This design comes from an exercise in tuning for small area, a short achievable clock period and few clock cycles on the open sky130 flow, not from production work. Function was checked by simulation only, so behaviour that the tests miss may differ from the original.

==> flow/design.v, too long to show whole: its modules and the start of the top module <==
// module ieee754multiplier: 1643 lines
// module fpmul_fa: 4 lines
// module fpmul_ha: 4 lines
module ieee754multiplier (
    input logic clk, rst_n,
    input logic [31:0] a_i,
    input logic [31:0] b_i,
    input logic start_i,
    output logic done_o,
    output logic nan_o,
    output logic inifinit_o,
    output logic overflow_o,
    output logic underflow_o,
    output logic [31:0] product_o
);
  // ...
==> flow/flow/run.sh <==
#!/bin/bash
# The standard layout (the standard.sh: the standard synthesis and the
# ORFS steps to finish), except that the port buffers that global placement
# inserts are buf_1 cells instead of the tool's default pick.
set -euo pipefail
export BUFFER_PORTS_ARGS="-buffer_cell sky130_fd_sc_hd__buf_1"
bash standard.sh > standard.log 2>&1
==> flow/standard.sh <==
#!/bin/bash
# synth_recipe.tcl (not shown) runs the flow's synth.tcl, then flattens the netlist and writes it again
# the make line also repeats each setting of config.mk as NAME=value (left out here)
make -C /OpenROAD-flow-scripts/flow DESIGN_CONFIG=/design/flow/config.mk WORK_HOME=/design/flow/orfs CLKGATE_MAP_FILE= SYNTH_SCRIPT=/design/flow/synth_recipe.tcl "${@:-finish}"
==> flow/config.mk <==
export PLATFORM = sky130hd
export DESIGN_NAME = ieee754multiplier
export DESIGN_NICKNAME = ieee754multiplier
export VERILOG_FILES = /design/flow/design.v
export SDC_FILE = /design/flow/constraint.sdc
export NUM_CORES = 4
export LEC_CHECK = 0
export ABC_AREA = 1
export CAP_MARGIN = 20
export CORE_MARGIN = 2
export CORE_UTILIZATION = 50
export SETUP_SLACK_MARGIN = 0.75
export SLEW_MARGIN = 20
export SYNTH_HIERARCHICAL = 1
==> flow/constraint.sdc <==
create_clock -name core_clock -period 9.0 [get_ports {clk}]
set_input_delay 1.8000 -clock core_clock [delete_from_list [all_inputs] [get_ports {clk}]]
set_output_delay 1.8000 -clock core_clock [all_outputs]
set_load 0.01 [all_outputs]
==> notes.md, run 1 <==
The flow ran to the end and the layout has no timing, DRC or antenna violations. The number of antenna diodes in the final layout is 0. In this run, post-CTS repair resized a total of 3 instances.

In this run the tightest slew margin relative to its limit is 27.8%. The peak fanout along the critical path is 13, and the wire length on met2 is 23800 um. The basic-gate share of the synthesized area counting and, or, nand and nor cells is 13.7%, and the global-route usage over all layers is 32.5%. Port buffering added 103 buffers.

The largest total area in the synthesized netlist belongs to fa_1. The clock network takes up 0.953% of total cell area after layout. Summed over all nets, the half-perimeter wirelength after detailed placement is 40400 um. The critical path startpoint category is an input pin. The number of flip-flops under the largest register name is 32. Sequential cells placed in the final layout were counted as 37.

Kind of end point of the critical path: a register. The net count after synthesis is 2347.

The number of clock-tree buffers in the layout was 7; the post-route non-filler standard cell count was 2353. The adder-cell share of the synthesized area was 40.5%. The multiplexer share of the synthesized area was 0%; the area inside the core boundary was 0.0306 sq mm. The clock passes through at most 2 buffers. The final critical path time including I/O delays and setup is 7.86 ns, and the number of clock sinks seen by CTS is 37. The detailed-route via count came out at 14400. Of the total standard cell area in the layout, the sequential portion is 4.51%. The initial core utilization was 50.9%; the total met3 wirelength after detailed routing was 3700 um. After floorplanning, the core was divided into 64 placement rows.

For this run, global-route usage on met3 was measured as 4.32%. For the global placement routability congestion, the log shows 0.960. Yosys mapped the design onto 47 distinct sky130hd cell types. Setup repair after global routing left no endpoint under its margin.

The kind of cell with the highest combined delay along the critical path is adder cells.
Testbench counts, summed over its fixed seeds: cycles 3,208.
==> inputs of run 2 (changes only) <==
--- a/flow/config.mk
+++ b/flow/config.mk
@@ -11,3 +11,3 @@
 export CORE_UTILIZATION = 50
-export SETUP_SLACK_MARGIN = 0.75
+export SETUP_SLACK_MARGIN = 1.5
 export SLEW_MARGIN = 20
==> run 2 against run 1 <==
Clock-buffer cell count unchanged. Critical path depth unchanged. Worst setup slack better by 0.56 ns.
==> notes.md, run 2 <==
The layout filler cell count came out at 2908 (was 3012). The type of the worst setup path was in2reg (unchanged). The final period utilization is 81.1% (was 87.4%), and the data arrival at the endpoint of the critical path is 7.52 ns (was 8.08 ns). Setup repair after global routing left no endpoint under its margin. The number of diodes added for antenna fixing is 0 (unchanged).

The cell taking the most area after synthesis was fa_1 (unchanged). For the number of clock sinks seen by CTS, the log shows 37 (unchanged). The worst hold slack was 1.27 ns (about the same). The count of antenna-violating nets left after detailed routing was 0 (unchanged); the post-detailed-route via-to-cell ratio was 6.16 (was 6.12). Total die area: 0.0326 sq mm (unchanged). The final critical path time including I/O delays and setup was 7.30 ns (was 7.86 ns); the detailed-router iteration count before antenna repair was 6 (was 5). The register bank with the most flops was product_o (unchanged).

The net count after synthesis is 2347 (unchanged), and the share of synthesized flip-flops with an asynchronous set or reset is 2.70% (unchanged). Clock transition at the registers of the reported paths: 0.05 ns (about the same). The remaining global-route overflow is 0 (unchanged), and the count of cell types in the netlist is 47 (unchanged).

The final HPWL from detailed placement is 40400 um (unchanged), and the number of synthesis warnings is 7 (unchanged). The detailed-route wire length per cell came out at 22.5 um (was 22.2 um). The run gives 0.0143 sq mm (was 0.0137 sq mm) as the multi-input gate area in the final layout. Library cell used as clock root buffer: clkbuf_16 (unchanged).

For the register area, the log shows 746 sq um (unchanged). The layout cell share with drive strength beyond 1 works out to 14.8% (was 7.26%). The minimum setup slack in the final design was 1.70 ns (was 1.14 ns); the number of top-level pins was 104 (unchanged). The peak fanout along the critical path works out to 17 (was 13). Most frequent cell after synthesis: nand2_1 (unchanged). The run gives 0.353 ns (unchanged) as the setup slack at placement.

TritonCTS built the clock tree. The critical path startpoint category was an input pin (unchanged). Number of flip-flops under the largest register name: 32 (unchanged). The area inside the core boundary is 0.0306 sq mm (unchanged), and the overall die width is 180 um (unchanged).

The run gives 5 (unchanged) as the number of CTS-inserted buffers. The run gives 2407 (was 2368) as the final net count. The leading cell type in the layout, fill and taps excluded was nand2_1 (unchanged). The number of synthesized flops with an enable pin was 0 (unchanged); the proportion of netlist area held by the largest area contributor was 33.9% (unchanged). The die boundary height is 180 um (unchanged). The prevailing post-synth register cell is dfxtp_1 (unchanged).

The kind of end point of the critical path was a register (unchanged). The setup-violating endpoint count in the final report is 0 (unchanged), and the pin count of the biggest net entering global routing is 28 (unchanged). The gate count after technology mapping was 1935 (unchanged); the number of global-route vias before repair was 15100 (was 15000). The post-synthesis average cell area was 8.05 sq um (unchanged); the max capacitance violation total was 0 (unchanged).

The quantity of I/O buffers inserted on ports is 103 (unchanged). The run gives 0 ns (unchanged) as the final setup TNS. Leading cell types by total area after synthesis: fa_1 34%, xor2_1 15%, o22ai_1 11%, nand2_1 7.2%, ha_1 6.5% (unchanged). The run gives 0.0156 sq mm (unchanged) as the total standard cell area after synthesis. The number of pins with negative max-slew slack in the final report was 0 (unchanged); the synthesized flop and latch total was 37 (unchanged). The data required time of the worst path is 9.22 ns (about the same), and the global-route usage over all layers is 32.8% (was 32.5%).

The cell row count is 64 (unchanged), and the hold buffer count at cts is 0 (unchanged). The wire length after detailed routing was 53800 um (was 52100 um). The initial core utilization is 50.9% (unchanged), and the global placement routability congestion is 0.960 (unchanged). The wire length of the first global-routing pass is 84400 um (was 83600 um), and the count of final hold-check violations is 0 (unchanged).

The fraction of the yosys area taken by sequential cells came out at 4.79% (unchanged). The post-synthesis to final-layout area growth was 13.4% (was 6.23%); the maximum root-to-sink buffer count was 2 (unchanged). The run finished with no timing, DRC or antenna violations. Commonest non-fill, non-tap cells in the layout: 269 x nand2_1, 265 x xor2_1, 258 x fa_1, 249 x o22ai_1, 146 x inv_1 (was 289 x nand2_1, 270 x xor2_1, 264 x fa_1, 263 x o22ai_1, 157 x inv_1).

The actual slew at the worst max-slew pin was 0.673 ns (was 1.06 ns); the DRC violation count after routing was 0 (unchanged). The run gives 1467 (was 1519) as the violation count after the first detailed-route iteration. For the initial antenna violation count, the log shows 1 (unchanged). Type of the most critical hold path: in2async (unchanged). The run gives 0.137 GHz (was 0.127 GHz) as the maximum achievable frequency. Top cells by instance count after synthesis: 300 x nand2_1, 271 x xor2_1, 264 x fa_1 (unchanged). The run gives 54.0% (was 27.8%) as the relative max-transition margin. The maximum level of the CTS H-tree was 2 (unchanged); the detailed-route via count was 14700 (was 14400).
## run 2: path summary, 6_finish.rpt
path | from | end
max in group asynchronous | rst_n | done_o$_DFF_PN0_
max | b_i[13] | product_o[27]$_DFF_P_
min | rst_n | done_o$_DFF_PN0_
min in group core_clock | start_i | done_o$_DFF_PN0_
## run 2: area by class of cell
type | count | area share, %
clock buffers | 7 | 0.865
clock inverters | 1 | 0.0284
repair buffers | 191 | 6.67
multi-input cells | 1579 | 81.3
well taps | 396 | 2.81
flip-flops and latches | 37 | 4.23
inverters | 181 | 4.09
## run 2: kinds of logic after synthesis
kind of cell               after synthesis  share of synthesized area [%]
adders and majority gates              345                           40.5
buffers and inverters                  321                           7.98
DFF                                     37                           4.79
AOI/OAI and AO/OA                      437                           16.8
xor gates and xnor gates               285                           16.3
and+or+nand+nor                        510                           13.7
## run 2: metal layers
layer | share of wire, % | track usage (%)
met4 | 4.9 | 14.1
met2 | 45 | 52.0
met3 | 8.3 | 4.89
met5 | 0.024 | 0
met1 | 41 | 44.9
## run 2: critical path, cell delays in order
cell and delay (ns):
buf_8 0.15, nor2_2 0.16, inv_1 0.10, nand2_2 0.10
nand2_4 0.10, buf_6 0.16, o22ai_1 0.14, xor2_1 0.25
fa_1 0.48, fa_1 0.47, fa_1 0.52, fa_1 0.42
fa_1 0.53, ha_4 0.22, a21oi_2 0.18, o21a_1 0.23
o21ai_1 0.10, a21oi_2 0.24, o21bai_2 0.14, nand2_1 0.07
nand2_1 0.07, xnor2_2 0.19, nand3_1 0.15, nor2_4 0.16
nand3_2 0.12, nand2_4 0.12, nand2_1 0.06, nand2_1 0.06
## run 2: per-stage QoR
| step | cell area [sq um] | std cells | util, % |
|---|---|---|---|
| 2_1_floorplan | 15600 | 1935 | - |
| 3_3_place_gp | 16300 | 2345 | 53.2 |
| 3_5_place_dp | 16300 | 2345 | 53.2 |
| 4_1_cts | 16800 | 2358 | 54.8 |
| 5_1_grt | 17600 | 2392 | 57.7 |
| 6_report | 17600 | 2392 | 57.7 |
## run 2: repair_timing
action / CTS / global route
setup buffers: 4 / 33
pin swaps: 9 / 31
gates resized for setup: 75 / 155
endpoints found under the setup margin: 36 / 36
cloned: 1 / 1
## run 2: modules after synthesis (local to each module, per instance)
module             flops+latches  copies in the design
fpmul_fa                       0                   263
fpmul_ha                       0                    21
ieee754multiplier             37                     1
==> inputs of run 3 (changes only) <==
--- a/flow/config.mk
+++ b/flow/config.mk
@@ -11,3 +11,3 @@
 export CORE_UTILIZATION = 50
-export SETUP_SLACK_MARGIN = 1.5
+export SETUP_SLACK_MARGIN = 1
 export SLEW_MARGIN = 20
==> run 3 against run 2 <==
Still clean on timing, DRC and antenna. Cell count down 1.5%. Fmax decreased by 6.1%. Non-clock buffer count shrank 35. Sequential share of layout area is 0.25 points higher. Synthesized cell count unchanged. Worst setup slack lost 0.47 ns. Hold slack is essentially flat. Cell area decreased by 5.6%. Critical path type unchanged. Critical endpoint is now product_o[26]$_DFF_P_.
==> notes.md, run 3 <==
The run gives 15000 (was 15100) as the number of global-route vias before repair. The quantity of I/O buffers inserted on ports is 103 (unchanged). The run gives 1 (unchanged) as the initial antenna violation count. The slowest library cell on the worst path is fa_1 (unchanged). The layout filler cell count came out at 3015 (was 2908). The maximum achievable frequency is 0.129 GHz (was 0.137 GHz). The logs give 0 (unchanged) for the remaining global-route overflow and 0.0306 sq mm (unchanged) for the area inside the core boundary. The longest individual stage delay on the worst path is 0.52 ns (was 0.53 ns), and the hold buffer count at cts is 0 (unchanged). The post-synthesis average cell area is 8.05 sq um (unchanged), and the proportion of netlist area held by the largest area contributor is 33.9% (unchanged).

The wire length of the first global-routing pass is 83600 um (was 84400 um). Kind of end point of the critical path: a register (unchanged). Global-route usage over all layers: 32.5% (was 32.8%). For the multi-input gate area in the final layout, the log shows 0.0138 sq mm (was 0.0143 sq mm). Commonest non-fill, non-tap cells in the layout: 287 x nand2_1, 270 x xor2_1, 263 x fa_1, 262 x o22ai_1, 156 x inv_1 (was 269 x nand2_1, 265 x xor2_1, 258 x fa_1, 249 x o22ai_1, 146 x inv_1). Type of the worst setup path: in2reg (unchanged).

The peak fanout along the critical path was 17 (unchanged). The tools report the critical path startpoint category as an input pin (unchanged). The minimum setup slack in the final design is 1.23 ns (was 1.70 ns). The most frequent cell on the critical path was nand2_1 (was fa_1).

Detailed-route wire length per cell: 22.2 um (was 22.5 um). Cell taking the most area after synthesis: fa_1 (unchanged). For the violation count after the first detailed-route iteration, the log shows 1401 (was 1467). Layout cell share with drive strength beyond 1: 8.17% (was 14.8%). Top cells by instance count after synthesis: 300 x nand2_1, 271 x xor2_1, 264 x fa_1 (unchanged).

The wire length after detailed routing was 52400 um (was 53800 um). Setup repair after global routing left no endpoint under its margin. The number of flip-flops under the largest register name is 32 (unchanged), and the final critical path time including I/O delays and setup is 7.77 ns (was 7.30 ns).

The global placement routability congestion was 0.960 (unchanged). The run gives 5 (unchanged) as the number of CTS-inserted buffers. The actual slew at the worst max-slew pin came out at 0.784 ns (was 0.673 ns).

Most frequent cell after synthesis: nand2_1 (unchanged). The logs give 0.0163 sq mm (unchanged) for the placed cell area and 5 (was 6) for the detailed-router iteration count before antenna repair. For the DRC violation count after routing, the log shows 0 (unchanged).

The prevailing post-synth register cell is dfxtp_1 (unchanged). The run gives 28 (unchanged) as the pin count of the biggest net entering global routing. The clock transition at the registers of the reported paths was 0.05 ns (about the same); the number of synthesis warnings was 7 (unchanged). The run gives 0.0156 sq mm (unchanged) as the total standard cell area after synthesis. The number of pins with negative max-slew slack in the final report is 0 (unchanged), and the count of antenna-violating nets left after detailed routing is 0 (unchanged).

The maximum level of the CTS H-tree was 2 (unchanged). The run gives 47.6% (was 54.0%) as the relative max-transition margin. The number of clock sinks seen by CTS was 37 (unchanged).

The number of synthesized flops with an enable pin is 0 (unchanged). The type of the most critical hold path was in2async (unchanged). The overall die width works out to 180 um (unchanged).

The run gives 4.79% (unchanged) as the fraction of the yosys area taken by sequential cells. The post-synthesis to final-layout area growth is 7.06% (was 13.4%), and the die boundary height is 180 um (unchanged). The synthesized flop and latch total is 37 (unchanged). Number of top-level pins: 104 (unchanged). The maximum root-to-sink buffer count is 2 (unchanged), and the share of synthesized flip-flops with an asynchronous set or reset is 2.70% (unchanged). Total die area: 0.0326 sq mm (unchanged). The critical path buffer and inverter count is 3 (unchanged). TritonCTS built the clock tree. Leading cell types by total area after synthesis: fa_1 34%, xor2_1 15%, o22ai_1 11%, nand2_1 7.2%, ha_1 6.5% (unchanged).

For the number of diodes added for antenna fixing, the log shows 0 (unchanged). The family with the most delay on the worst path is adder cells (unchanged). Library cell used as clock root buffer: clkbuf_16 (unchanged). The post-detailed-route via-to-cell ratio was 6.15 (was 6.16).

For the final setup TNS, the log shows 0 ns (unchanged). The cell area after layout came out at 0.0167 sq mm (was 0.0176 sq mm). The leading cell type in the layout, fill and taps excluded was nand2_1 (unchanged).

The run gives 2347 (unchanged) as the net count after synthesis. The logs give 0 (unchanged) for the count of final hold-check violations and 47 (unchanged) for the count of cell types in the netlist. The flow ran to the end and the layout has no timing, DRC or antenna violations. The final HPWL from detailed placement was 40400 um (unchanged). The final period utilization was 86.4% (was 81.1%).

The logic depth of the worst path, buffers included works out to 30 (was 28). The worst hold slack came out at 1.27 ns (about the same). The register area was 746 sq um (unchanged). The final net count was 2370 (was 2407); the setup-violating endpoint count in the final report was 0 (unchanged). The tools report the data required time of the worst path as 9.22 ns (about the same). The tools report the gate count after technology mapping as 1935 (unchanged). Cell row count: 64 (unchanged). The run gives 14500 (was 14700) as the detailed-route via count. Register bank with the most flops: product_o (unchanged).

The max capacitance violation total is 0 (unchanged), and the data arrival at the endpoint of the critical path is 8.00 ns (was 7.52 ns). The setup slack at placement is 0.353 ns (unchanged), and the initial core utilization is 50.9% (unchanged).
==> run 3: cells by family after synthesis <==
kind of cell / synth area share [%]
XOR/XNOR: 16.3
buffers and inverters: 7.98
adder cells (fa/ha/maj): 40.5
AND/OR/NAND/NOR: 13.7
flip-flops: 4.79
AO/OA/AOI/OAI: 16.8
==> run 3: per-module statistics from Yosys (local to each module, per instance) <==
module | cell area (sq um) | times used | flops+latches
ieee754multiplier | 10000 | 1 | 37
fpmul_fa | 20.0 | 263 | 0
fpmul_ha | 12.5 | 21 | 0
==> run 3: routing by layer <==
layer	up-vias	track usage [%]	share of wire (%)
li1	6465	-	-
met1	7162	45.0	42
met2	711	51.5	45
met3	148	4.14	7.8
met4	2	13.6	4.7
met5	-	0	0.025
==> run 3: repair_timing <==
action                                  4_1_cts  5_1_grt
gates cloned                                  0        0
resized for setup                            16       48
endpoints found under the setup margin       12       36
buffers inserted                              0        2
pin swaps                                     0        2
==> run 3: how the worst max path moves through the flow <==
stage / from / to
3_3_place_gp: b_i[13] / product_o[27]$_DFF_P_
6_report: b_i[13] / product_o[26]$_DFF_P_
3_5_place_dp: b_i[13] / product_o[26]$_DFF_P_
2_1_floorplan: b_i[15] / product_o[27]$_DFF_P_
4_1_cts: b_i[5] / product_o[26]$_DFF_P_
5_1_grt: b_i[13] / product_o[30]$_DFF_P_
==> run 3: layout make-up <==
cell class / instances / share of cell area [%]
clock buffers: 7 / 0.916
inverters: 181 / 4.10
multi-input cells: 1577 / 82.6
repair buffers: 156 / 4.89
clock inverters: 1 / 0.0300
well taps: 396 / 2.97
flip-flops and latches: 37 / 4.47
==> run 3: through the flow <==
stage / utilization, % / std cells
3_5_place_dp: 53.2 / 2345
5_1_grt: 54.5 / 2355
6_report: 54.5 / 2355
3_3_place_gp: 53.2 / 2345
4_1_cts: 53.9 / 2353
2_1_floorplan: - / 1935
==> inputs of run 4 (changes only) <==
--- a/flow/config.mk
+++ b/flow/config.mk
@@ -8,7 +8,7 @@
 export ABC_AREA = 1
-export CAP_MARGIN = 20
+export CAP_MARGIN = 5
 export CORE_MARGIN = 2
 export CORE_UTILIZATION = 50
-export SETUP_SLACK_MARGIN = 1
-export SLEW_MARGIN = 20
+export SETUP_SLACK_MARGIN = 1.25
+export SLEW_MARGIN = 5
 export SYNTH_HIERARCHICAL = 1
==> run 4 against run 3 <==
Cell area rose by 1.6%. Clock-buffer cell count is the same. Non-clock buffer count rose by 5. Critical path depth fell by 3. Sequential share of layout area is 0.069 points lower.
==> notes.md, run 4 <==
The most frequent cell after synthesis was nand2_1 (unchanged). The tools report the pin count of the biggest net entering global routing as 28 (unchanged). Top cells by instance count after synthesis: 300 x nand2_1, 271 x xor2_1, 264 x fa_1 (unchanged).

Commonest non-fill, non-tap cells in the layout: 279 x nand2_1, 270 x xor2_1, 263 x fa_1, 261 x o22ai_1, 156 x inv_1 (was 287 x nand2_1, 270 x xor2_1, 263 x fa_1, 262 x o22ai_1, 156 x inv_1). The net count after synthesis was 2347 (unchanged). The run gives 14500 (about the same) as the detailed-route via count. The total standard cell area after synthesis came out at 0.0156 sq mm (unchanged). Most frequent cell on the critical path: nand2_1 (unchanged).

The maximum achievable frequency came out at 0.132 GHz (was 0.129 GHz). The run gives 15000 (about the same) as the number of global-route vias before repair. The post-detailed-route via-to-cell ratio is 6.15 (about the same).

The critical path startpoint category was an input pin (unchanged). Placed cell area: 0.0163 sq mm (unchanged). Count of cell types in the netlist: 47 (unchanged). Slowest library cell on the worst path: fa_1 (unchanged). The tools report the setup slack at placement as 0.353 ns (unchanged).

The setup-violating endpoint count in the final report is 0 (unchanged), and the total die area is 0.0326 sq mm (unchanged). The layout cell share with drive strength beyond 1 was 9.72% (was 8.17%). The register bank with the most flops is product_o (unchanged). The fraction of the yosys area taken by sequential cells is 4.79% (unchanged). The post-synthesis average cell area came out at 8.05 sq um (unchanged).

Leading cell types by total area after synthesis: fa_1 34%, xor2_1 15%, o22ai_1 11%, nand2_1 7.2%, ha_1 6.5% (unchanged). Final HPWL from detailed placement: 40400 um (unchanged). The leading cell type in the layout, fill and taps excluded was nand2_1 (unchanged).

The number of synthesis warnings was 7 (unchanged); the violation count after the first detailed-route iteration was 1539 (was 1401). The number of diodes added for antenna fixing was 0 (unchanged). Type of the worst setup path: in2reg (unchanged).

The relative max-transition margin is 47.6% (about the same), and the synthesized flop and latch total is 37 (unchanged). The max capacitance violation total is 0 (unchanged). The number of clock sinks seen by CTS came out at 37 (unchanged).

The worst hold slack was 1.27 ns (about the same). The initial core utilization is 50.9% (unchanged). The final net count was 2376 (was 2370); the hold buffer count at cts was 0 (unchanged). Post-synthesis to final-layout area growth: 8.74% (was 7.06%). The final critical path time including I/O delays and setup is 7.60 ns (was 7.77 ns).

The type of the most critical hold path is in2async (unchanged). The detailed-route wire length per cell is 22.2 um (about the same). The kind of end point of the critical path was a register (unchanged). The proportion of netlist area held by the largest area contributor was 33.9% (unchanged); the quantity of I/O buffers inserted on ports was 103 (unchanged). Setup repair after global routing could not meet its margin everywhere.

The logs give 0 (unchanged) for the count of final hold-check violations and 2 (unchanged) for the maximum level of the CTS H-tree. The run gives 7.82 ns (was 8.00 ns) as the data arrival at the endpoint of the critical path. The run gives 5 (unchanged) as the number of CTS-inserted buffers. The tools report the layout filler cell count as 2988 (was 3015).

The number of synthesized flops with an enable pin was 0 (unchanged); the final setup TNS was 0 ns (unchanged). The longest individual stage delay on the worst path came out at 0.52 ns (about the same).

Library cell used as clock root buffer: clkbuf_16 (unchanged). For the gate count after technology mapping, the log shows 1935 (unchanged). The run gives 32.5% (about the same) as the global-route usage over all layers. The remaining global-route overflow was 0 (unchanged); the cell row count was 64 (unchanged). The tools report the post-route non-filler standard cell count as 2361 (was 2355).

The prevailing post-synth register cell was dfxtp_1 (unchanged). The tools report the data required time of the worst path as 9.22 ns (about the same). The die boundary height was 180 um (unchanged); the maximum root-to-sink buffer count was 2 (unchanged). The clock transition at the registers of the reported paths is 0.05 ns (about the same).

Detailed-router iteration count before antenna repair: 6 (was 5). The peak fanout along the critical path works out to 11 (was 17). The initial antenna violation count was 1 (unchanged). The count of antenna-violating nets left after detailed routing was 0 (unchanged); the number of top-level pins was 104 (unchanged). TritonCTS built the clock tree. The DRC violation count after routing was 0 (unchanged); the final period utilization was 84.4% (was 86.4%).

The logs give 2345 (unchanged) for the number of placed cells counting well taps and 0.0169 sq mm (was 0.0167 sq mm) for the cell area after layout. Wire length of the first global-routing pass: 83800 um (was 83600 um). Cell taking the most area after synthesis: fa_1 (unchanged). The flow ran to the end and the layout has no timing, DRC or antenna violations. The number of flip-flops under the largest register name came out at 32 (unchanged). The global placement routability congestion is 0.960 (unchanged), and the share of synthesized flip-flops with an asynchronous set or reset is 2.70% (unchanged).

The overall die width is 180 um (unchanged), and the wire length after detailed routing is 52500 um (was 52400 um). The area inside the core boundary was 0.0306 sq mm (unchanged); the number of pins with negative max-slew slack in the final report was 0 (unchanged). The actual slew at the worst max-slew pin came out at 0.784 ns (about the same). The minimum setup slack in the final design was 1.40 ns (was 1.23 ns).
run 4: changes by cell type in the layout (fill, tap and decap cells not counted), moves of 5 or more:
cell     before  now
ha_1         79   72
a21oi_2       5   11
a21oi_1      57   51
ha_4          1    8
nand2_1     287  279
nand2_2      16   21
run 4: logic make-up after synthesis:
group,count (synthesis),share of synthesized area [%]
AO/OA/AOI/OAI,437,16.8
XOR/XNOR,285,16.3
adder cells (fa/ha/maj),345,40.5
buffers and inverters,321,7.98
flip-flops,37,4.79
AND/OR/NAND/NOR,510,13.7
run 4: final timing paths:
| check | cells after the start | slack [ns] | to | startpoint |
|---|---|---|---|---|
| worst max-delay path | 27 | 1.40 | product_o[26]$_DFF_P_ | a_i[20] |
| min in group core_clock | 1 | 1.62 | done_o$_DFF_PN0_ | start_i |
| worst min-delay path | 1 | 1.27 | done_o$_DFF_PN0_ | rst_n |
| max in group asynchronous | 1 | 7.63 | done_o$_DFF_PN0_ | rst_n |
run 4: per-module statistics from Yosys, one instance, submodules excluded:
module	times used	cell area, sq um	cells
fpmul_ha	21	12.5	1
fpmul_fa	263	20.0	1
ieee754multiplier	1	10000	1651
run 4: cell type report:
cell class	instances	area, sq um	share of cell area, %
multi-input cells	1578	14000	82.5
repair buffers	161	881	5.20
flip-flops and latches	37	746	4.41
inverters	181	686	4.05
well taps	396	495	2.93
clock buffers	7	153	0.902
clock inverters	1	5.00	0.0296
run 4: per-stage QoR:
step	utilization [%]
after floorplan	-
after global placement	53.2
after detailed placement	53.2
after CTS	54.0
after global routing	55.3
final	55.3
run 4: routing by layer:
metal,vias up,track usage [%],wire length [um]
li1,6486,-,-
met1,7098,44.9,21800
met2,784,51.6,24000
met3,159,4.30,4260
met4,2,13.8,2440
met5,-,0,13
run 4: repair_timing:
item	in CTS	in global routing
cloned	0	1
endpoints found under the setup margin	36	36
setup buffers	0	7
pin swaps	0	10
gates resized for setup	29	83
run 4: worst max-delay path, delay by kind of cell:
family | cells | cell delay, ns
XOR/XNOR | 1 | 0.20
adder cells (fa/ha/maj) | 6 | 2.65
buffers and inverters | 3 | 0.92
AND/OR/NAND/NOR | 12 | 1.10
AO/OA/AOI/OAI | 5 | 1.11
==> inputs of run 5 (changes only) <==
--- a/flow/config.mk
+++ b/flow/config.mk
@@ -8,3 +8,3 @@
 export ABC_AREA = 1
-export CAP_MARGIN = 5
+export CAP_MARGIN = 20
 export CORE_MARGIN = 2
@@ -12,3 +12,3 @@
 export SETUP_SLACK_MARGIN = 1.25
-export SLEW_MARGIN = 5
+export SLEW_MARGIN = 20
 export SYNTH_HIERARCHICAL = 1
==> run 5 against run 4 <==
Still clean on timing, DRC and antenna. First-iteration DRC count is the same. Clock-buffer cell count is the same. Synthesized cell count is the same. Critical path depth is the same. Non-clock buffer count is the same. Highest routed layer unchanged.
==> notes.md, run 5 <==
The wire length on met1 came out at 21800 um (unchanged). The total standard cell area after synthesis was 0.0156 sq mm (unchanged); the proportion of netlist area held by the largest area contributor was 33.9% (unchanged). The kind of end point of the critical path is a register (unchanged).

The detailed-router iteration count before antenna repair was 6 (unchanged). Highest layer used for signal routing: met5 (unchanged). The synthesized flop and latch total came out at 37 (unchanged). Top cells by instance count after synthesis: 300 x nand2_1, 271 x xor2_1, 264 x fa_1 (unchanged). Setup repair after global routing could not meet its margin everywhere. The cell taking the most area after synthesis is fa_1 (unchanged). The layout cell share with drive strength beyond 1 was 9.72% (unchanged); the final HPWL from detailed placement was 40400 um (unchanged). The leading cell type in the layout, fill and taps excluded was nand2_1 (unchanged).

The data required time of the worst path is 9.22 ns (about the same). The wire length of the first global-routing pass was 83800 um (unchanged); the wire length after detailed routing was 52500 um (unchanged). The run gives 2376 (unchanged) as the final net count. Total met3 wirelength after detailed routing: 4260 um (unchanged). Commonest non-fill, non-tap cells in the layout: 279 x nand2_1, 270 x xor2_1, 263 x fa_1, 261 x o22ai_1, 156 x inv_1 (unchanged). The number of synthesized flops with an enable pin was 0 (unchanged); the count of final hold-check violations was 0 (unchanged). The number of pins with negative max-slew slack in the final report is 0 (unchanged). The maximum achievable frequency is 0.132 GHz (unchanged).

The count of antenna-violating nets left after detailed routing is 0 (unchanged). The max capacitance violation total is 0 (unchanged), and the count of cell types in the netlist is 47 (unchanged). The number of flip-flops under the largest register name came out at 32 (unchanged). The peak fanout along the critical path came out at 11 (unchanged). For the fraction of the yosys area taken by sequential cells, the log shows 4.79% (unchanged). The final critical path time including I/O delays and setup is 7.60 ns (unchanged), and the maximum root-to-sink buffer count is 2 (unchanged). Pin count of the biggest net entering global routing: 28 (unchanged). The global-route usage over all layers was 32.5% (unchanged). The wire length on met2 is 24000 um (unchanged). The library cell used as clock root buffer is clkbuf_16 (unchanged). The run gives 2988 (unchanged) as the layout filler cell count. The tools report the critical path startpoint category as an input pin (unchanged). The setup-violating endpoint count in the final report came out at 0 (unchanged).

The logs give 0.0326 sq mm (unchanged) for the total die area and 37 (unchanged) for the number of clock sinks seen by CTS. The logs give 64 (unchanged) for the cell row count and 50.9% (unchanged) for the initial core utilization. The number of synthesis warnings was 7 (unchanged); the post-synthesis average cell area was 8.05 sq um (unchanged). The detailed-route wire length per cell is 22.2 um (unchanged), and the number of global-route vias before repair is 15000 (unchanged). Register bank with the most flops: product_o (unchanged).

The final core area utilization is 55.3% (unchanged). The run gives 1539 (unchanged) as the violation count after the first detailed-route iteration. TritonCTS built the clock tree.

The global placement routability congestion was 0.960 (unchanged). The worst hold slack came out at 1.27 ns (unchanged). The net count after synthesis is 2347 (unchanged), and the gate count after technology mapping is 1935 (unchanged). The run gives 0 (unchanged) as the DRC violation count after routing. The overall die width is 180 um (unchanged), and the relative max-transition margin is 47.6% (unchanged).

The share of synthesized flip-flops with an asynchronous set or reset came out at 2.70% (unchanged). The number of diodes added for antenna fixing was 0 (unchanged). The die boundary height was 180 um (unchanged). For the area inside the core boundary, the log shows 0.0306 sq mm (unchanged). Post-detailed-route via-to-cell ratio: 6.15 (unchanged). The post-synthesis to final-layout area growth came out at 8.74% (unchanged).

The type of the worst setup path was in2reg (unchanged). The data arrival at the endpoint of the critical path was 7.82 ns (about the same); the final setup TNS was 0 ns (unchanged). Number of top-level pins: 104 (unchanged). The most frequent cell after synthesis is nand2_1 (unchanged).

Clock transition at the registers of the reported paths: 0.05 ns (about the same). The remaining global-route overflow is 0 (unchanged). The actual slew at the worst max-slew pin came out at 0.784 ns (unchanged). Type of the most critical hold path: in2async (unchanged). The detailed-route via count is 14500 (unchanged). The initial antenna violation count was 1 (unchanged).

The quantity of I/O buffers inserted on ports came out at 103 (unchanged). The maximum level of the CTS H-tree was 2 (unchanged). The final period utilization was 84.4% (unchanged). The run finished with no timing, DRC or antenna violations. Leading cell types by total area after synthesis: fa_1 34%, xor2_1 15%, o22ai_1 11%, nand2_1 7.2%, ha_1 6.5% (unchanged).

The number of CTS-inserted buffers is 5 (unchanged). The prevailing post-synth register cell is dfxtp_1 (unchanged).
[run 5: final timing paths]
kind | from | to | cells after the start
max | a_i[20] | product_o[26]$_DFF_P_ | 27
min | rst_n | done_o$_DFF_PN0_ | 1
max in group asynchronous | rst_n | done_o$_DFF_PN0_ | 1
min in group core_clock | start_i | done_o$_DFF_PN0_ | 1
[run 5: timing repair]
item,4_1_cts,5_1_grt
hold buffers,0,0
pin swaps,0,10
cloned,0,1
resized for setup,29,83
endpoints found under the setup margin,36,36
buffers inserted,0,7
[run 5: final cells by class]
cell class / instances / area [sq um] / share of cell area, %
clock buffer: 7 / 153 / 0.902
clock inverter: 1 / 5.00 / 0.0296
inverter: 181 / 686 / 4.05
multi-input combinational: 1578 / 14000 / 82.5
sequential: 37 / 746 / 4.41
tap: 396 / 495 / 2.93
timing repair buffer: 161 / 881 / 5.20
[run 5: per-module statistics from Yosys (local to each module, per instance)]
module	flip-flops and latches	cell area, sq um	times used
fpmul_fa	0	20.0	263
fpmul_ha	0	12.5	21
ieee754multiplier	37	10000	1
[run 5: metrics by stage]
stage	setup WS (ns)	std cells	cell area [sq um]
floorplan	1.70	1935	15600
global placement	0.433	2345	16300
detailed placement	0.353	2345	16300
CTS	1.25	2353	16500
global route	1.18	2361	16900
finish	1.40	2361	16900
[run 5: cells by family after synthesis]
group / Yosys count / share of synthesized area (%)
XOR/XNOR: 285 / 16.3
adder cells (fa/ha/maj): 345 / 40.5
AO/OA/AOI/OAI: 437 / 16.8
AND/OR/NAND/NOR: 510 / 13.7
buffers and inverters: 321 / 7.98
flip-flops: 37 / 4.79
[run 5: layer usage]
metal / vias up / track usage, %
met5: - / 0
met4: 2 / 13.8
met3: 159 / 4.30
met2: 784 / 51.6
met1: 7098 / 44.9
li1: 6486 / -
[run 5: worst max-delay path, stage by stage]
cell      delay [ns]
buf_1           0.13
clkinv_1        0.41
buf_4           0.38
o22ai_1         0.22
xor2_1          0.20
fa_1            0.45
fa_1            0.52
fa_1            0.40
fa_1            0.52
fa_1            0.42
ha_1            0.34
a21oi_1         0.27
o21ai_0         0.23
a21oi_2         0.23
o211a_1         0.16
nand2_1         0.08
nand2_1         0.09
nand2_1         0.05
nand2_1         0.07
nand2_1         0.06
nor2_1          0.08
nand3_1         0.13
nor2_4          0.18
nand3_2         0.12
nand2_4         0.12
nand2_1         0.07
nand2_1         0.05
==> inputs of run 6 (changes only) <==
--- a/flow/config.mk
+++ b/flow/config.mk
@@ -11,2 +11,3 @@
 export CORE_UTILIZATION = 50
+export GPL_ROUTABILITY_DRIVEN = 0
 export SETUP_SLACK_MARGIN = 1.25
==> run 6 against run 5 <==
Routed wire length fell by 1.5%. Synthesized area did not move. Synthesized cell count did not move. Worst setup slack improved by 0.095 ns. Non-clock buffer count fell by 3. Die area did not move. Highest routed layer unchanged. First-iteration DRC count fell by 9.3%. Cell area rose by 0.75%.
==> notes.md, run 6 <==
The final setup TNS was 0 ns (unchanged); the peak fanout along the critical path was 14 (was 11). The most frequent cell on the critical path is nand2_1 (unchanged). The setup-violating endpoint count in the final report was 0 (unchanged); the violation count after the first detailed-route iteration was 1396 (was 1539). The final net count was 2372 (was 2376); the cell area after layout was 0.0171 sq mm (was 0.0169 sq mm). The number of clock sinks seen by CTS is 37 (unchanged), and the wire length of the first global-routing pass is 82700 um (was 83800 um). Detailed-router iteration count before antenna repair: 5 (was 6). Setup repair after global routing could not meet its margin everywhere. The final critical path time including I/O delays and setup is 7.50 ns (was 7.60 ns). The critical path buffer and inverter count is 3 (unchanged), and the fraction of the yosys area taken by sequential cells is 4.79% (unchanged). The count of final hold-check violations came out at 0 (unchanged). The total standard cell area after synthesis was 0.0156 sq mm (unchanged); the synthesized flop and latch total was 37 (unchanged).

Commonest non-fill, non-tap cells in the layout: 273 x nand2_1, 267 x xor2_1, 261 x fa_1, 257 x o22ai_1, 154 x inv_1 (was 279 x nand2_1, 270 x xor2_1, 263 x fa_1, 261 x o22ai_1, 156 x inv_1). The maximum level of the CTS H-tree was 2 (unchanged). The tools report the detailed-route via count as 14500 (about the same). The multiplexer share of the synthesized area was 0% (unchanged). The number of diodes added for antenna fixing is 0 (unchanged), and the die boundary height is 180 um (unchanged).

The actual slew at the worst max-slew pin is 0.734 ns (was 0.784 ns). The clock transition at the registers of the reported paths is 0.05 ns (about the same). The final period utilization was 83.4% (was 84.4%); the post-detailed-route via-to-cell ratio was 6.17 (was 6.15).

The maximum achievable frequency is 0.133 GHz (was 0.132 GHz). Top cells by instance count after synthesis: 300 x nand2_1, 271 x xor2_1, 264 x fa_1 (unchanged). Register bank with the most flops: product_o (unchanged). Leading cell types by total area after synthesis: fa_1 34%, xor2_1 15%, o22ai_1 11%, nand2_1 7.2%, ha_1 6.5% (unchanged). The net count after synthesis is 2347 (unchanged).

The overall die width was 180 um (unchanged). Total die area: 0.0326 sq mm (unchanged). Family with the most delay on the worst path: adder cells (unchanged). The logs give 32.0% (was 32.5%) for the global-route usage over all layers and 49.8% (was 47.6%) for the relative max-transition margin. The quantity of I/O buffers inserted on ports came out at 103 (unchanged).

The leading cell type in the layout, fill and taps excluded was nand2_1 (unchanged). The most frequent cell after synthesis was nand2_1 (unchanged). The hold buffer count at cts is 0 (unchanged). The logic depth of the worst path, buffers included is 28 (was 27). The initial antenna violation count was 1 (unchanged).

Kind of end point of the critical path: a register (unchanged). The combinational family with the most area after synthesis was adder cells (unchanged). The count of cell types in the netlist is 47 (unchanged).

The count of antenna-violating nets left after detailed routing is 0 (unchanged), and the basic-gate share of the synthesized area counting and, or, nand and nor cells is 13.7% (unchanged). The number of synthesized flops with an enable pin is 0 (unchanged), and the adder-cell share of the synthesized area is 40.5% (unchanged). The run gives 2 (unchanged) as the maximum root-to-sink buffer count.

The slowest library cell on the worst path is fa_1 (unchanged). Synthesized-area fraction occupied by ao, oa, aoi and oai cells: 16.8% (unchanged). The longest individual stage delay on the worst path works out to 0.58 ns (was 0.52 ns). The logs give 0.0306 sq mm (unchanged) for the area inside the core boundary and 0 (unchanged) for the remaining global-route overflow. The critical path startpoint category was an input pin (unchanged).

The detailed-route wire length per cell is 21.9 um (was 22.2 um), and the DRC violation count after routing is 0 (unchanged). Prevailing post-synth register cell: dfxtp_1 (unchanged). The data required time of the worst path is 9.23 ns (was 9.22 ns). The post-synthesis to final-layout area growth works out to 9.55% (was 8.74%). Number of pins with negative max-slew slack in the final report: 0 (unchanged). The tools report the initial core utilization as 50.9% (unchanged). The max capacitance violation total was 0 (unchanged); the number of synthesis warnings was 7 (unchanged). The post-synthesis average cell area was 8.05 sq um (unchanged). Data arrival at the endpoint of the critical path: 7.73 ns (was 7.82 ns). Library cell used as clock root buffer: clkbuf_16 (unchanged).

The synthesized-area fraction occupied by xor and xnor cells was 16.3% (unchanged). For the cell row count, the log shows 64 (unchanged). The run gives 1935 (unchanged) as the gate count after technology mapping.

Type of the worst setup path: in2reg (unchanged). For the number of global-route vias before repair, the log shows 14800 (was 15000). The run gives 40100 um (was 40400 um) as the final HPWL from detailed placement.

For the number of CTS-inserted buffers, the log shows 5 (unchanged). TritonCTS built the clock tree. The tools report the placed cell area as 0.0163 sq mm (about the same). The flow ran to the end and the layout has no timing, DRC or antenna violations. For the wire length after detailed routing, the log shows 51700 um (was 52500 um). The pin count of the biggest net entering global routing was 27 (was 28). The proportion of netlist area held by the largest area contributor is 33.9% (unchanged). The cell taking the most area after synthesis was fa_1 (unchanged). The tools report the number of top-level pins as 104 (unchanged). The layout cell share with drive strength beyond 1 is 10.9% (was 9.72%), and the number of flip-flops under the largest register name is 32 (unchanged).

The type of the most critical hold path was in2async (unchanged). Share of synthesized flip-flops with an asynchronous set or reset: 2.70% (unchanged).
==> run 6: layer usage <==
| metal | vias up | part of all wire [%] | global-route usage (%) |
|---|---|---|---|
| met3 | 139 | 8.1 | 4.32 |
| li1 | 6463 | - | - |
| met5 | - | 0.023 | 0 |
| met4 | 2 | 3.9 | 12.3 |
| met1 | 7132 | 42 | 44.8 |
| met2 | 799 | 46 | 50.4 |
==> run 6: Yosys stat by module (local to each module, per instance) <==
module / flops+latches / copies in the design
fpmul_fa: 0 / 263
fpmul_ha: 0 / 21
ieee754multiplier: 37 / 1
==> run 6: path summary, 6_finish.rpt <==
kind                       slack, ns                     to    start
hold / removal                  1.27       done_o$_DFF_PN0_    rst_n
setup / recovery                1.50  product_o[27]$_DFF_P_  b_i[17]
max in group asynchronous       7.64       done_o$_DFF_PN0_    rst_n
min in group core_clock         1.61       done_o$_DFF_PN0_  start_i
==> run 6: cell type report <==
cell class	instances	area, sq um
fillers	2935	13500
clock inverters	2	10.0
clock buffers	6	129
flip-flops and latches	37	746
multi-input cells	1577	14100
repair buffers	158	892
inverters	181	691
well taps	396	495
==> run 6: what timing repair did <==
action	4_1_cts	5_1_grt
pin swaps	1	11
hold endpoints to repair	0	0
gates resized for setup	31	116
setup endpoints to repair	33	35
buffers inserted	1	3
==> run 6: cells by family after synthesis <==
family / Yosys count
AND/OR/NAND/NOR: 510
buffers and inverters: 321
AO/OA/AOI/OAI: 437
adder cells (fa/ha/maj): 345
flip-flops: 37
XOR/XNOR: 285
==> run 6: per-stage QoR <==
step	instances	hold slack (ns)	setup WS (ns)	util, %
2_1_floorplan	1935	1.50	1.70	-
3_3_place_gp	2345	1.56	0.350	53.3
3_5_place_dp	2345	1.56	0.331	53.3
4_1_cts	2354	1.26	1.25	54.1
5_1_grt	2357	1.26	1.22	55.8
6_report	2357	1.27	1.50	55.8

[static timing again, ports no longer ideal]
No port has a modelled driver above. Below, the same layouts with a new extraction and two added sets of constraints. Step 1 assumes that a clkbuf_16 drives the clock port and a buf_2 every other input. Step 2, shift: input delay + t, output delay - t, t = (earliest + latest rising clock arrival at the registers) / 2. This alone moves slack from input paths to output paths. Three values: ideal ports, drivers, drivers and shift; two values: the first two.
| run | t, ns | setup WS [ns] | worst setup path after step 2 | worst slew at a driven data input, ns |
|---|---|---|---|---|
| run 1 | 0.310 | 1.138 / 1.093 / 0.783 | input to register | 0.08 |
| run 2 | 0.310 | 1.699 / 1.660 / 1.350 | input to register | 0.09 |
| run 3 | 0.311 | 1.226 / 1.238 / 0.927 | input to register | 0.08 |
| run 4 | 0.310 | 1.403 / 1.416 / 1.105 | input to register | 0.08 |
| run 5 | 0.310 | 1.403 / 1.416 / 1.105 | input to register | 0.08 |
| run 6 | 0.315 | 1.497 / 1.458 / 1.144 | input to register | 0.11 |
After both steps setup and hold are still met in every run listed. The setup slack of run 1, which loses most, moves by -0.045 ns with the drivers and by -0.355 ns with both steps.
